Source: an optimization exercise on an open RTL-to-GDS flow (aim: small area, a short achievable clock period and few clock cycles). Production flows keep margins and buffers that such runs may drop.
In this exercise RTL edits were held to simulation tests only and were not proved equivalent to the original.
Power figures rest on the tool's default switching activity, not on a simulated workload.

## R
==> module hilo, before the edit <==
module hilo(
    input wire clk,
    input wire rst_n,
    input wire start_mul,
    input wire start_div,
    input wire [31:0] a,         
    input wire [31:0] b,         
    output wire [31:0] mf_hi,    
    output wire [31:0] mf_lo,    
    output wire dset,            
    output wire [31:0] sh_in,
    output wire [4:0] sh_amt,
    input wire [31:0] sh_out,
    output wire busy,
    output wire busy_next
);
localparam IDLE = 2'd0, MUL = 2'd1, DSET = 2'd2, DIV = 2'd3;
reg [32:0] hi;                
reg [32:0] hc;                
reg cin;                      
reg hi_cs;                    
reg [31:0] lo;
reg neg_hi, neg_lo;
reg [1:0] st;
reg [4:0] cnt;
reg [32:0] dv;               
reg dset_q;                  
reg hl_v;                    
reg [5:0] za_r, zb_r;        
reg za_c, zb_c;              
wire [5:0] za = za_r - {5'b0, za_c};      
wire [5:0] zb = zb_r - {5'b0, zb_c};      
assign busy = (st != IDLE);
assign busy_next = (st == IDLE) ? (start_mul | start_div) :
                   (st == MUL) ? (cnt[1:0] != 2'd3) :
                   (st == DSET) ? (zb != 6'd32 && zb >= za) :
                   (cnt != 5'd0);
function [5:0] clz;
    input [31:0] x;
    integer k;
    reg found;
    begin
        clz = 6'd32;
        found = 1'b0;
        for (k = 31; k >= 0; k = k - 1)
            if (!found && x[k]) begin
                clz = 31 - k;
                found = 1'b1;
            end
    end
endfunction
function clz_cor;
    input [31:0] x;
    begin
        clz_cor = x[31] & ~|({1'b0, ~x[31:1]} & x);
    end
endfunction
reg [3:0] b_one, b_two, b_neg;
function [11:0] booth_dec;       
    input [7:0] x;
    input xl;
    reg [8:0] y;
    integer j;
    begin
        y = {x, xl};
        for (j = 0; j < 4; j = j + 1) begin
            booth_dec[j] = y[2*j] ^ y[2*j+1];
            booth_dec[4+j] = (~y[2*j+2] & y[2*j+1] & y[2*j]) | (y[2*j+2] & ~y[2*j+1] & ~y[2*j]);
            booth_dec[8+j] = y[2*j+2];
        end
    end
endfunction
wire [40:0] r0 = {8'b0, hi};
wire [40:0] r5 = {8'b0, hc};
wire [40:0] r6 = {2'b0, 1'b1, 1'b0, 1'b1, 1'b0, 1'b1, 1'b0, 1'b1, 25'b0,
                  b_neg[3], 1'b0, b_neg[2], 1'b0, b_neg[1], 1'b0, b_neg[0]};
wire [40:0] r1, r2, r3, r4;
genvar k;
generate
    for (k = 0; k < 4; k = k + 1) begin : booth
        wire [33:0] mag = ({34{b_one[k]}} & {dv[31], dv[31], dv[31:0]}) | ({34{b_two[k]}} & {dv[31], dv[31:0], 1'b0});
        wire [33:0] row = mag ^ {34{b_neg[k]}};
        wire [40:0] ext = {7'b0, ~row[33], row[32:0]} << (2 * k);
        if (k == 0) assign r1 = ext;
        if (k == 1) assign r2 = ext;
        if (k == 2) assign r3 = ext;
        if (k == 3) assign r4 = ext;
    end
endgenerate
wire [40:0] se = r0 ^ r5 ^ r6;
wire [40:0] ce = {(r0[39:0] & r5[39:0]) | (r0[39:0] & r6[39:0]) | (r5[39:0] & r6[39:0]), cin};
wire [40:0] s1 = r1 ^ r2 ^ r3;
wire [40:0] c1 = {(r1[39:0] & r2[39:0]) | (r1[39:0] & r3[39:0]) | (r2[39:0] & r3[39:0]), 1'b0};
wire [40:0] s2 = r4 ^ se ^ ce;
wire [40:0] c2 = {(r4[39:0] & se[39:0]) | (r4[39:0] & ce[39:0]) | (se[39:0] & ce[39:0]), 1'b0};
wire [40:0] s3 = s1 ^ c1 ^ s2;
wire [40:0] c3 = {(s1[39:0] & c1[39:0]) | (s1[39:0] & s2[39:0]) | (c1[39:0] & s2[39:0]), 1'b0};
wire [40:0] s5 = s3 ^ c3 ^ c2;
wire [40:0] c5 = {(s3[39:0] & c3[39:0]) | (s3[39:0] & c2[39:0]) | (c3[39:0] & c2[39:0]), 1'b0};
wire [8:0] lowb = {1'b0, s5[7:0]} + {1'b0, c5[7:0]};
wire [31:0] n1 = (hi_cs ? hi[31:0] : ~hi[31:0]) + (hi_cs ? hc[31:0] : 32'd0) + {31'b0, hi_cs ? cin : 1'b1};
wire [31:0] n2 = 32'd0 - lo;
assign mf_hi = {32{hl_v}} & ((hi_cs | neg_hi) ? n1 : hi[31:0]);
assign mf_lo = {32{hl_v}} & (neg_lo ? n2 : lo);
wire [5:0] sh = zb - za;
reg bneg;                                
assign dset = dset_q;
assign sh_in = dv[31:0];
assign sh_amt = sh[4:0];
wire [31:0] dv_al = sh_out;
wire [33:0] diff = {2'b0, hi[31:0]} + {dv[32], dv} + {33'b0, ~bneg};
wire ge = ~diff[33];
always @(posedge clk or negedge rst_n) begin
    if (!rst_n) begin
        st <= IDLE;
        dset_q <= 1'b0;
        hl_v <= 1'b0;
    end else begin
        dset_q <= (st == IDLE) & ~start_mul & start_div;
        case (st)
        IDLE: begin
            if (start_mul) begin
                hl_v <= 1'b1;
                st <= MUL;
            end else if (start_div) begin
                hl_v <= 1'b1;
                st <= DSET;
            end
        end
        MUL: if (cnt[1:0] == 2'd3) st <= IDLE;
        DSET: begin
            if (zb == 6'd32 || zb < za) st <= IDLE;
            else st <= DIV;
        end
        DIV: if (cnt == 5'd0) st <= IDLE;
        endcase
    end
end
always @(posedge clk) begin
    case (st)
    IDLE: begin
        if (start_mul) begin
            hi <= {1'b1, 32'b0};
            hc <= 33'b0;
            cin <= 1'b0;
            hi_cs <= 1'b1;
            lo <= b;
            neg_hi <= 1'b0;
            neg_lo <= 1'b0;
            cnt <= 5'd0;
            {b_neg, b_two, b_one} <= booth_dec(b[7:0], 1'b0);
            dv <= {a[31], a};
        end else if (start_div) begin
            hi <= {1'b0, a};
            hi_cs <= 1'b0;
            neg_hi <= a[31];
            neg_lo <= a[31] ^ b[31];
            bneg <= b[31];
            dv <= {b[31], b};
        end
        za_r <= clz(a[31] ? ~a : a);
        za_c <= clz_cor(a);
        zb_r <= clz(b[31] ? ~b : b);
        zb_c <= clz_cor(b);
    end
    MUL: begin
        hi <= s5[40:8];
        hc <= c5[40:8];
        cin <= lowb[8];
        lo <= {lowb[7:0], lo[31:8]};
        {b_neg, b_two, b_one} <= booth_dec(lo[15:8], lo[7]);
        cnt <= cnt + 5'd1;
    end
    DSET: begin
        hi <= {1'b0, mf_hi};
        if (zb == 6'd32) lo <= 32'hffffffff;     
        else lo <= 32'b0;
        cnt <= sh[4:0];
        dv <= {bneg, dv_al} ^ {33{~bneg}};    
    end
    DIV: begin
        if (ge) hi <= {1'b0, diff[31:0]};
        lo <= {lo[30:0], ge};
        cnt <= cnt - 5'd1;
        dv <= {dv[32], dv[32:1]};
    end
    endcase
end
endmodule
clock: 10.0 ns
lec_check: 0
cap_margin: 20
core_margin: 2
core_utilization: 40
slew_margin: 20
standard.sh (not shown) runs the stock make flow with config.mk's settings and CLKGATE_MAP_FILE= SYNTH_SCRIPT=/design/flow/synth_recipe.tcl, a recipe that flattens the netlist after the stock synthesis.
==> flow/flow/run.sh <==
#!/bin/bash
# Standard ORFS layout, with timing repair aiming for extra setup slack.
# Each ORFS step writes its own log under orfs/logs/; make's output goes
# to flow_make.log.
set -o pipefail
MARGIN=$(cat flow/margin.txt)
bash standard.sh SETUP_SLACK_MARGIN=$MARGIN finish > flow_make.log 2>&1
==> flow/flow/margin.txt <==
6
Testbench counts of R, summed over its fixed seeds: cycles 42,920.
#### Input delta (Q over R)
--- a/flow/design.v
+++ b/flow/design.v
@@ -120,19 +120,19 @@
         wire [40:0] ext = {7'b0, ~row[33], row[32:0]} << (2 * k);
         if (k == 0) assign r1 = ext;
-        if (k == 1) assign r2 = ext;
+        if (k == 1) assign r2 = {ext[40:1], cin};
         if (k == 2) assign r3 = ext;
         if (k == 3) assign r4 = ext;
     end
 endgenerate
-wire [40:0] se = r0 ^ r5 ^ r6;
-wire [40:0] ce = {(r0[39:0] & r5[39:0]) | (r0[39:0] & r6[39:0]) | (r5[39:0] & r6[39:0]), cin};
-wire [40:0] s1 = r1 ^ r2 ^ r3;
-wire [40:0] c1 = {(r1[39:0] & r2[39:0]) | (r1[39:0] & r3[39:0]) | (r2[39:0] & r3[39:0]), 1'b0};
-wire [40:0] s2 = r4 ^ se ^ ce;
-wire [40:0] c2 = {(r4[39:0] & se[39:0]) | (r4[39:0] & ce[39:0]) | (se[39:0] & ce[39:0]), 1'b0};
+wire [40:0] s1 = r0 ^ r1 ^ r2;
+wire [40:0] c1 = {(r0[39:0] & r1[39:0]) | (r0[39:0] & r2[39:0]) | (r1[39:0] & r2[39:0]), 1'b0};
+wire [40:0] s2 = r3 ^ r4 ^ r5;
+wire [40:0] c2 = {(r3[39:0] & r4[39:0]) | (r3[39:0] & r5[39:0]) | (r4[39:0] & r5[39:0]), 1'b0};
 wire [40:0] s3 = s1 ^ c1 ^ s2;
 wire [40:0] c3 = {(s1[39:0] & c1[39:0]) | (s1[39:0] & s2[39:0]) | (c1[39:0] & s2[39:0]), 1'b0};
-wire [40:0] s5 = s3 ^ c3 ^ c2;
-wire [40:0] c5 = {(s3[39:0] & c3[39:0]) | (s3[39:0] & c2[39:0]) | (c3[39:0] & c2[39:0]), 1'b0};
+wire [40:0] s4 = s3 ^ c3 ^ c2;
+wire [40:0] c4 = {(s3[39:0] & c3[39:0]) | (s3[39:0] & c2[39:0]) | (c3[39:0] & c2[39:0]), 1'b0};
+wire [40:0] s5 = s4 ^ c4 ^ r6;
+wire [40:0] c5 = {(s4[39:0] & c4[39:0]) | (s4[39:0] & r6[39:0]) | (c4[39:0] & r6[39:0]), 1'b0};
 wire [8:0] lowb = {1'b0, s5[7:0]} + {1'b0, c5[7:0]};
 wire [31:0] n1 = (hi_cs ? hi[31:0] : ~hi[31:0]) + (hi_cs ? hc[31:0] : 32'd0) + {31'b0, hi_cs ? cin : 1'b1};
@@ -146,5 +146,5 @@
 assign sh_amt = sh[4:0];
 wire [31:0] dv_al = sh_out;
-wire [33:0] diff = {2'b0, hi[31:0]} + {dv[32], dv} + {33'b0, ~bneg};
+wire [33:0] diff = {2'b0, hi[31:0]} + ({dv[32], dv} ^ {34{~bneg}}) + {33'b0, ~bneg};
 wire ge = ~diff[33];
 always @(posedge clk or negedge rst_n) begin
@@ -214,5 +214,5 @@
         else lo <= 32'b0;
         cnt <= sh[4:0];
-        dv <= {bneg, dv_al} ^ {33{~bneg}};    
+        dv <= {bneg, dv_al};
     end
     DIV: begin
Findings:
Side by side, gate count of the mapped netlist turned out higher in Q than in R.
Re global-route usage: Q is 1.4 points down on R.
Looking at count of different cell masters after synthesis across R and Q, the one that comes out lower is R.
Q: post-route cell area about 0.3% above R
Diff R..Q | core utilization | negligible
Testbench counts of Q, summed over its fixed seeds: cycles 42,920.

========
== v35 ==
top, a different RTL version from the one above (not shown whole).
Size in the first run: roughly 8300 cells after synthesis, roughly 1500 flip-flops, about 170 I/O pins, about 89000 um^2 of cells after synthesis.
==> flow/config.mk <==
export PLATFORM = sky130hd
export DESIGN_NAME = top
export DESIGN_NICKNAME = top
export VERILOG_FILES = /design/flow/design.v
export SDC_FILE = /design/flow/constraint.sdc
export NUM_CORES = 8
export LEC_CHECK = 0
export CAP_MARGIN = 20
export CORE_MARGIN = 2
export CORE_UTILIZATION = 40
export SLEW_MARGIN = 20
==> flow/constraint.sdc <==
create_clock -name core_clock -period 10.0 [get_ports {clk}]
set_input_delay 2.0000 -clock core_clock [delete_from_list [all_inputs] [get_ports {clk}]]
set_output_delay 2.0000 -clock core_clock [all_outputs]
set_load 0.01 [all_outputs]
==> flow/flow/run.sh <==
#!/bin/bash
# Standard ORFS layout, with timing repair aiming for extra setup slack and
# no dummy clock loads in the clock tree.  Each ORFS step writes its own log
# under orfs/logs/; make's output goes to flow_make.log.
set -o pipefail
MARGIN=$(cat flow/margin.txt)
bash standard.sh SETUP_SLACK_MARGIN=$MARGIN \
  "CTS_ARGS=-sink_clustering_enable -repair_clock_nets -dont_use_dummy_load" \
  finish > flow_make.log 2>&1
==> flow/flow/margin.txt <==
5.75
Testbench counts of v35, summed over its fixed seeds: cycles 42,645.
The following lists how v38 was set up differently from v35:
--- a/flow/design.v
+++ b/flow/design.v
@@ -309,14 +309,13 @@
 wire d_wreg = (wr_rd | wr_rt | i_jal) & (d_dest != 5'd0);
 wire [4:0] d_rsn = (d_valid & use_rs) ? rs : 5'd0;
 wire d_imm = i_addiu | i_sltiu | i_ori | i_lb | i_lw | i_sb | i_sw;
 wire [4:0] d_rtn = (d_valid & use_rt) ? rt : 5'd0;
 wire [31:0] rd1, rd2, r31;
 wire [31:0] btarget = pc_f4 + {{14{imm[15]}}, imm, 2'b00};     
-wire same_reg = (rs == rt);
-wire pred_b  = (i_beq & (same_reg | imm[15])) | (i_bne & ~same_reg & imm[15]);
+wire pred_b  = (i_beq | i_bne) & imm[15];
 wire pred_jr = i_jr & (rs == 5'd31);
 wire take_d  = d_valid & (i_j | i_jal | pred_jr | pred_b);
 wire [31:0] d_target = pred_jr ? r31 :
                        pred_b ? btarget :
                        {pc_f[31:28], ir[25:0], 2'b00};
 regfile regfile(
@@ -483,13 +482,13 @@
         e_a <= fa;
         e_b <= fb;
     end else begin
         e_a <= rd1;
         e_b <= rd2;
         e_alt <= i_jal ? pc_f4 :
-                 (i_beq | i_bne) ? (imm[15] ? pc_f4 : btarget) :    
+                 (i_beq | i_bne) ? (pred_b ? pc_f4 : btarget) :
                  i_jr ? r31 :
                  i_lui ? {imm, 16'b0} :
                  i_ori ? {16'b0, imm} : {{16{imm[15]}}, imm};
     end
 end
 always @(posedge clk or negedge rst_n) begin
Results
- Diff v35 -> v38: sequential share of layout area increased 0.78 points, depth of the critical timing path with buffers and inverters included increased 1, worst slack at placement increased 0.26 ns.
- Taking v35 as the reference, in v38 worst-case vdd ir drop increased by about 22% relative to the old numbers; post-route minimum period fell 0.030 ns; count of non-CTS inverters in the layout -2; met3 global-route usage higher; post-layout instance count excluding filler cells lost 315.
- v38: placed standard-cell area is 1.3% lower than what v35 reported.
- On amount of wire on met3 after detailed routing, v35 tracks v38 almost exactly.
Testbench counts of v38, summed over its fixed seeds: cycles 42,920.

========
top again, from the RTL that the note above started with.
==> flow/config.mk <==
export PLATFORM = sky130hd
export DESIGN_NAME = top
export DESIGN_NICKNAME = top
export VERILOG_FILES = /design/flow/design.v
export SDC_FILE = /design/flow/constraint.sdc
export NUM_CORES = 8
export LEC_CHECK = 0
export CAP_MARGIN = 20
export CORE_MARGIN = 2
export CORE_UTILIZATION = 40
export SLEW_MARGIN = 20
==> flow/constraint.sdc <==
create_clock -name core_clock -period 10.0 [get_ports {clk}]
set_input_delay 2.0000 -clock core_clock [delete_from_list [all_inputs] [get_ports {clk}]]
set_output_delay 2.0000 -clock core_clock [all_outputs]
set_load 0.01 [all_outputs]
==> flow/flow/run.sh <==
#!/bin/bash
# Standard ORFS layout, with timing repair aiming for extra setup slack and
# no dummy clock loads and larger sink clusters in the clock tree.  Each ORFS step writes its own log
# under orfs/logs/; make's output goes to flow_make.log.
set -o pipefail
MARGIN=$(cat flow/margin.txt)
bash standard.sh SETUP_SLACK_MARGIN=$MARGIN \
  "CTS_ARGS=-sink_clustering_enable -repair_clock_nets -dont_use_dummy_load -sink_clustering_size 22 -sink_clustering_max_diameter 100" \
  finish > flow_make.log 2>&1
Scripts as last shown in full above: flow/flow/margin.txt
Testbench counts at the start, summed over its fixed seeds: cycles 42,645.
==> next run, changes <==
--- a/flow/design.v
+++ b/flow/design.v
@@ -304,24 +304,23 @@
 wire use_rt = i_add | i_subu | i_slt | i_and | i_sll | i_mult | i_div |
               i_sb | i_sw | i_beq | i_bne;
 wire wr_rd  = i_add | i_subu | i_slt | i_and | i_sll | i_mfhi | i_mflo;
 wire wr_rt  = i_ori | i_lui | i_addiu | i_sltiu | i_lb | i_lw;
 wire [4:0] d_dest = i_jal ? 5'd31 : wr_rt ? rt : rd;
 wire d_wreg = (wr_rd | wr_rt | i_jal) & (d_dest != 5'd0);
 wire [4:0] d_rsn = (d_valid & use_rs) ? rs : 5'd0;
 wire d_imm = i_addiu | i_sltiu | i_ori | i_lb | i_lw | i_sb | i_sw;
 wire [4:0] d_rtn = (d_valid & use_rt) ? rt : 5'd0;
 wire [31:0] rd1, rd2, r31;
 wire [31:0] btarget = pc_f4 + {{14{imm[15]}}, imm, 2'b00};     
-wire same_reg = (rs == rt);
-wire pred_b  = (i_beq & (same_reg | imm[15])) | (i_bne & ~same_reg & imm[15]);
+wire pred_b  = (i_beq | i_bne) & imm[15];
 wire pred_jr = i_jr & (rs == 5'd31);
 wire take_d  = d_valid & (i_j | i_jal | pred_jr | pred_b);
 wire [31:0] d_target = pred_jr ? r31 :
                        pred_b ? btarget :
                        {pc_f[31:28], ir[25:0], 2'b00};
 regfile regfile(
     .clk(clk),
     .rst_n(rst_n),
     .we(w_wreg),
     .wa(w_dest),
     .wd(w_val),
@@ -478,23 +477,23 @@
         e_imm <= d_imm;
     end
 end
 always @(posedge clk) begin
     if (stall) begin
         e_a <= fa;
         e_b <= fb;
     end else begin
         e_a <= rd1;
         e_b <= rd2;
         e_alt <= i_jal ? pc_f4 :
-                 (i_beq | i_bne) ? (imm[15] ? pc_f4 : btarget) :    
+                 (i_beq | i_bne) ? (pred_b ? pc_f4 : btarget) :
                  i_jr ? r31 :
                  i_lui ? {imm, 16'b0} :
                  i_ori ? {16'b0, imm} : {{16{imm[15]}}, imm};
     end
 end
 always @(posedge clk or negedge rst_n) begin
     if (!rst_n) begin
         m_dest <= 5'd0; m_wreg <= 1'b0; m_load <= 1'b0; m_lb <= 1'b0;
         m_dce <= 1'b0; m_we <= 4'b0;
     end else begin
         m_dest <= e_dest;
Result:
- clock power is about the same
- routed wire length decreases by 3.6%
- power grows by 3.7%
- combinational power went up by about 6%
- utilization falls by 0.18 points
- sequential power stays flat
- design area fell by 1.6%
- via count is lower by 0.64%
- die area went down by 1.1%
Testbench counts after the change, summed over its fixed seeds: cycles 42,920.

-- afterwards: timing with drivers on the ports --
How much do the figures lean on ideal ports? The routed layouts below were timed once more, with nothing changed but the port constraints.
Step 1, drivers: a clkbuf_16 drives clk and a buf_2 each remaining input, both assumed.
Step 2, shift: input delay + t, output delay - t, t = (earliest + latest rising clock arrival at the registers) / 2. This alone moves slack from input paths to output paths.
Slacks: ideal ports / drivers / drivers and shift; pairs: ideal ports / drivers.
run | shift t [ns] | setup slack, ns | worst data-port slew with drivers (ns) | pins driven straight from the clock port
R | 0.940 | 5.677 / 5.677 / 4.981 | 0.06 | 1
Q | 0.962 | 5.651 / 5.651 / 4.883 | 0.07 | 1
v35 | 0.911 | 5.663 / 5.656 / 4.821 | 0.04 | 1
v38 | 0.939 | 5.693 / 5.636 / 4.824 | 0.06 | 1
the first run of note 3 | 0.856 | 5.522 / 5.586 / 4.730 | 0.04 | 1
the second run of note 3 | 0.869 | 5.651 / 5.651 / 4.872 | 0.05 | 1
After both steps every run listed still meets setup and hold. For v38, which loses most, drivers alone change the setup slack by -0.057 ns; drivers and shift together by -0.869 ns.
